This design comes from an exercise in tuning for small area and a short achievable clock period on the open sky130 flow, not from production work.
In this exercise RTL edits were held to simulation tests only and were not proved equivalent to the original.
Power and IR drop assume default switching activity.

Design int_backend, start of the top module:
module int_backend (
    input  wire        clk,
    input  wire        rst_aL,
    input  wire        flush,
    output wire        dispatch_ready,
    input  wire        dispatch_valid,
    input  wire [189:0] dispatch_data,
    input  wire        ld_broadcast_valid,
    input  wire [3:0]  ld_broadcast_rob_id,
    input  wire [31:0] ld_broadcast_reg_data,
    output wire        issue_valid,
    output wire [3:0]  issue_rob_id,
    output wire        execute_valid,
    output wire        alu_broadcast_valid,
    output wire [3:0]  alu_broadcast_rob_id,
    output wire [31:0] alu_broadcast_reg_data,
    output wire        alu_npc_wb_valid,
    output wire        alu_npc_mispred,
    output wire [31:0] alu_npc
);
Settings: LEC_CHECK=0, CAP_MARGIN=20, CELL_PAD_IN_SITES_DETAIL_PLACEMENT=1, CELL_PAD_IN_SITES_GLOBAL_PLACEMENT=2, CORE_MARGIN=2, CORE_UTILIZATION=40, GPL_ROUTABILITY_DRIVEN=0, GPL_TIMING_DRIVEN=1, PLACE_DENSITY=0.55, SLEW_MARGIN=20, TNS_END_PERCENT=1; clock period 24.0 ns.
standard.sh (not shown) runs the stock make flow with config.mk's settings and CLKGATE_MAP_FILE= SYNTH_SCRIPT=/design/flow/synth_recipe.tcl, a recipe that flattens the netlist after the stock synthesis.
==> flow/flow/run.sh <==
#!/bin/bash
# The standard layout (standard.sh: the standard flow's synthesis script and ORFS),
# with these changes to how the layout is made:
#  - synthesis leaves adders to Yosys's parallel-prefix mapping and abc
#    instead of extracting full/half-adder cells (ADDER_MAP_FILE empty);
#    registers, their names and cell types are unchanged;
#  - timing repair aims past the clock (setup over-fix margin), so the tools
#    size and buffer the design for speed instead of stopping at 24 ns;
#  - the port buffers are plain buffer cells instead of delay cells;
#  - clock tree: larger sink clusters on clkbuf_8, no dummy loads.
# The SDC (clock period, I/O delays, loads) is the standard flow's, unchanged.
# Each tool's full log is under orfs/logs/; make's output is in make_standard.log.
set -euo pipefail
export ADDER_MAP_FILE=
export SETUP_SLACK_MARGIN=17
export BUFFER_PORTS_ARGS="-buffer_cell sky130_fd_sc_hd__buf_2"
export CTS_ARGS="-sink_clustering_enable -repair_clock_nets -sink_clustering_size 18 -sink_clustering_max_diameter 70 -buf_list sky130_fd_sc_hd__clkbuf_8 -dont_use_dummy_load"
bash standard.sh > make_standard.log 2>&1
Change:
--- a/flow/design.v
+++ b/flow/design.v
@@ -2167,31 +2167,44 @@
         wire [N-1:0] blk;
         for (genvar o = 0; o < N; o++) begin : g_o
             if (o < s)      assign blk[o] = rdy_d[o] & older_d[o*N+s];
             else if (o > s) assign blk[o] = rdy_d[o] & ~older_d[s*N+o];
             else            assign blk[o] = 1'b0;
         end
         assign sel_d[s] = rdy_d[s] & ~|blk;
     end
+    wire         bc_valid_d = ~flush & issue_valid & ~q_fl[5];
+    wire [N-1:0] eqa1, eqa2;
+    for (genvar s = 0; s < N; s++) begin : g_eqa
+        wire [3:0] id1_d = tgt[s] ? d_s1id : s1id[s];
+        wire [3:0] id2_d = tgt[s] ? d_s2id : s2id[s];
+        assign eqa1[s] = (id1_d == q_rob);
+        assign eqa2[s] = (id2_d == q_rob);
+    end
+    reg b1_alu_q, b2_alu_q;
     always_ff @(posedge clk or negedge rst_aL) begin
         if (!rst_aL) begin
             valid         <= '0;
             sel           <= '0;
             issue_valid_q <= 1'b0;
+            b1_alu_q      <= 1'b0;
+            b2_alu_q      <= 1'b0;
         end else begin
             valid         <= valid_d;
             sel           <= sel_d;
             issue_valid_q <= |rdy_d;
+            b1_alu_q      <= bc_valid_d & |(sel_d & eqa1);
+            b2_alu_q      <= bc_valid_d & |(sel_d & eqa2);
         end
     end
     wire b1_ld  = ld_broadcast_valid & (ld_broadcast_rob_id == q_s1id);
-    wire b1_alu = alu_bc_v & (alu_bc_id == q_s1id);
+    wire b1_alu = b1_alu_q;
     wire b2_ld  = ld_broadcast_valid & (ld_broadcast_rob_id == q_s2id);
-    wire b2_alu = alu_bc_v & (alu_bc_id == q_s2id);
+    wire b2_alu = b2_alu_q;
     wire [31:0] src1 = b1_ld ? ld_broadcast_reg_data : b1_alu ? alu_bc_d : q_s1d;
     wire [31:0] src2 = b2_ld ? ld_broadcast_reg_data : b2_alu ? alu_bc_d : q_s2d;
     wire is_r    = q_fl[7];
     wire is_i    = q_fl[6];
     wire is_b    = q_fl[5];
     wire is_j    = q_fl[4];
     wire is_sub  = q_fl[3];
     wire is_lui  = q_fl[2];
Synthesized area rose by 0.38%.
Final area shrinks by 0.38%.
Via count climbs by 1.5%.
Global-route usage falls by 0.74 points.
Register-to-register slack improved by 0.42 ns.
Power came out lower by 6.8%.
Maximum frequency is higher by 0.38%.
Worst setup slack improves by 0.029 ns.
Non-clock buffer count decreases by 48.
Utilization went down by 0.26 points.
Final cell count came out higher by 2.2%.

---

int_backend, a different RTL version from the one above (not shown whole).
Size in the first run: roughly 7500 cells after synthesis, roughly 1400 flip-flops, roughly 310 I/O pins, ~74000 um^2 of cells after synthesis.
==> flow/config.mk <==
export PLATFORM = sky130hd
export DESIGN_NAME = int_backend
export DESIGN_NICKNAME = int_backend
export VERILOG_FILES = /design/flow/design.v
export SDC_FILE = /design/flow/constraint.sdc
export NUM_CORES = 4
export LEC_CHECK = 0
export CAP_MARGIN = 20
export CELL_PAD_IN_SITES_DETAIL_PLACEMENT = 1
export CELL_PAD_IN_SITES_GLOBAL_PLACEMENT = 2
export CORE_MARGIN = 2
export CORE_UTILIZATION = 40
export GPL_ROUTABILITY_DRIVEN = 0
export GPL_TIMING_DRIVEN = 1
export PLACE_DENSITY = 0.55
export SLEW_MARGIN = 20
export TNS_END_PERCENT = 0
==> flow/constraint.sdc <==
create_clock -name core_clock -period 24.0 [get_ports {clk}]
set_input_delay 4.8000 -clock core_clock [delete_from_list [all_inputs] [get_ports {clk}]]
set_output_delay 4.8000 -clock core_clock [all_outputs]
set_load 0.01 [all_outputs]
Scripts as last shown in full above: flow/flow/run.sh
The baseline finished with timing, DRC and antenna clean.
Then changed:
--- a/flow/design.v
+++ b/flow/design.v
@@ -2119,36 +2119,43 @@
         wire ld1   = ld_broadcast_valid & s1v[s] & ~s1r[s] & (ld_broadcast_rob_id == s1id[s]);
         wire ld2   = ld_broadcast_valid & s2v[s] & ~s2r[s] & (ld_broadcast_rob_id == s2id[s]);
         wire alu1  = alu_bc_v & s1v[s] & s1r[s] & (alu_bc_id == s1id[s]);
         wire alu2  = alu_bc_v & s2v[s] & s2r[s] & (alu_bc_id == s2id[s]);
         assign s1v_d[s] = tgt[s] ? d_s1v : s1v[s];
         assign s2v_d[s] = tgt[s] ? d_s2v : s2v[s];
         assign s1r_d[s] = tgt[s] ? d_s1r : (s1r[s] | wake1 | ld1);
         assign s2r_d[s] = tgt[s] ? d_s2r : (s2r[s] | wake2 | ld2);
+        wire p1_t = tgt[s];
+        wire p1_l = ~tgt[s] & ld1;
+        wire p1_a = ~tgt[s] & ~ld1 & alu1;
+        wire p1_h = ~tgt[s] & ~ld1 & ~alu1;
+        wire p2_t = tgt[s];
+        wire p2_l = ~tgt[s] & ld2;
+        wire p2_a = ~tgt[s] & ~ld2 & alu2;
+        wire p2_h = ~tgt[s] & ~ld2 & ~alu2;
+        always_ff @(posedge clk) begin
+            s1d[s] <= ({32{p1_t}} & d_s1d) | ({32{p1_l}} & ld_broadcast_reg_data)
+                    | ({32{p1_a}} & alu_bc_d) | ({32{p1_h}} & s1d[s]);
+            s2d[s] <= ({32{p2_t}} & d_s2d) | ({32{p2_l}} & ld_broadcast_reg_data)
+                    | ({32{p2_a}} & alu_bc_d) | ({32{p2_h}} & s2d[s]);
+        end
         always_ff @(posedge clk) begin
             s1v[s] <= s1v_d[s];
             s2v[s] <= s2v_d[s];
             s1r[s] <= s1r_d[s];
             s2r[s] <= s2r_d[s];
             if (tgt[s]) begin
                 s1id[s] <= d_s1id;
-                s1d[s]  <= d_s1d;
                 s2id[s] <= d_s2id;
-                s2d[s]  <= d_s2d;
                 rob[s]  <= d_rob;
                 imm[s]  <= d_imm;
                 pc[s]   <= d_pc;
                 f3[s]   <= d_f3;
                 fl[s]   <= d_fl;
-            end else begin
-                if (ld1)       s1d[s] <= ld_broadcast_reg_data;
-                else if (alu1) s1d[s] <= alu_bc_d;
-                if (ld2)       s2d[s] <= ld_broadcast_reg_data;
-                else if (alu2) s2d[s] <= alu_bc_d;
             end
         end
         for (genvar o = s + 1; o < N; o++) begin : g_age
             assign older_d[s*N+o] = tgt[s] ? 1'b0 : tgt[o] ? 1'b1 : older[s*N+o];
             always_ff @(posedge clk) older[s*N+o] <= older_d[s*N+o];
         end
     end
     wire [N-1:0] rdy_d;
Outcome: Cell area is about the same. Flip-flop and latch count stays the same. Wire length increases by a few percent. Synthesized area stays flat. First-iteration DRC count is higher by a few percent. Non-clock buffer count increases by 26. Total power went up by a few percent.

==> port drivers added, routing unchanged <==
Ports are ideal in the flow. The routed layouts listed here were re-timed in OpenROAD.
Step 1 assumes that a clkbuf_16 drives the clock port and a buf_2 every other input.
Step 2 also shifts input and output timing later by t, the mid clock arrival at the registers, as if the neighbouring blocks saw the same clock.
Slacks: ideal / step 1 / step 2; pairs: ideal / step 1.
run | t, ns | setup WS [ns] | worst hold slack (ns) | latest minus earliest clock arrival (ns) | worst data-port slew with drivers (ns)
the first run of note 1 | 1.016 | 16.380 / 16.389 / 15.409 | 0.505 / 0.505 / 0.505 | 0.121 / 0.120 | 0.23
the second run of note 1 | 0.997 | 16.409 / 16.338 / 15.467 | 0.506 / 0.506 / 0.506 | 0.118 / 0.118 | 0.28
the first run of note 2 | 0.994 | 16.314 / 16.229 / 15.419 | 0.509 / 0.509 / 0.509 | 0.124 / 0.125 | 0.19
the second run of note 2 | 1.051 | 16.314 / 16.222 / 15.308 | 0.496 / 0.496 / 0.496 | 0.116 / 0.115 | 0.24
After both steps setup and hold are still met in every run listed. For the second run of note 2, which loses most, drivers alone change the setup slack by -0.092 ns; drivers and shift together by -1.006 ns.
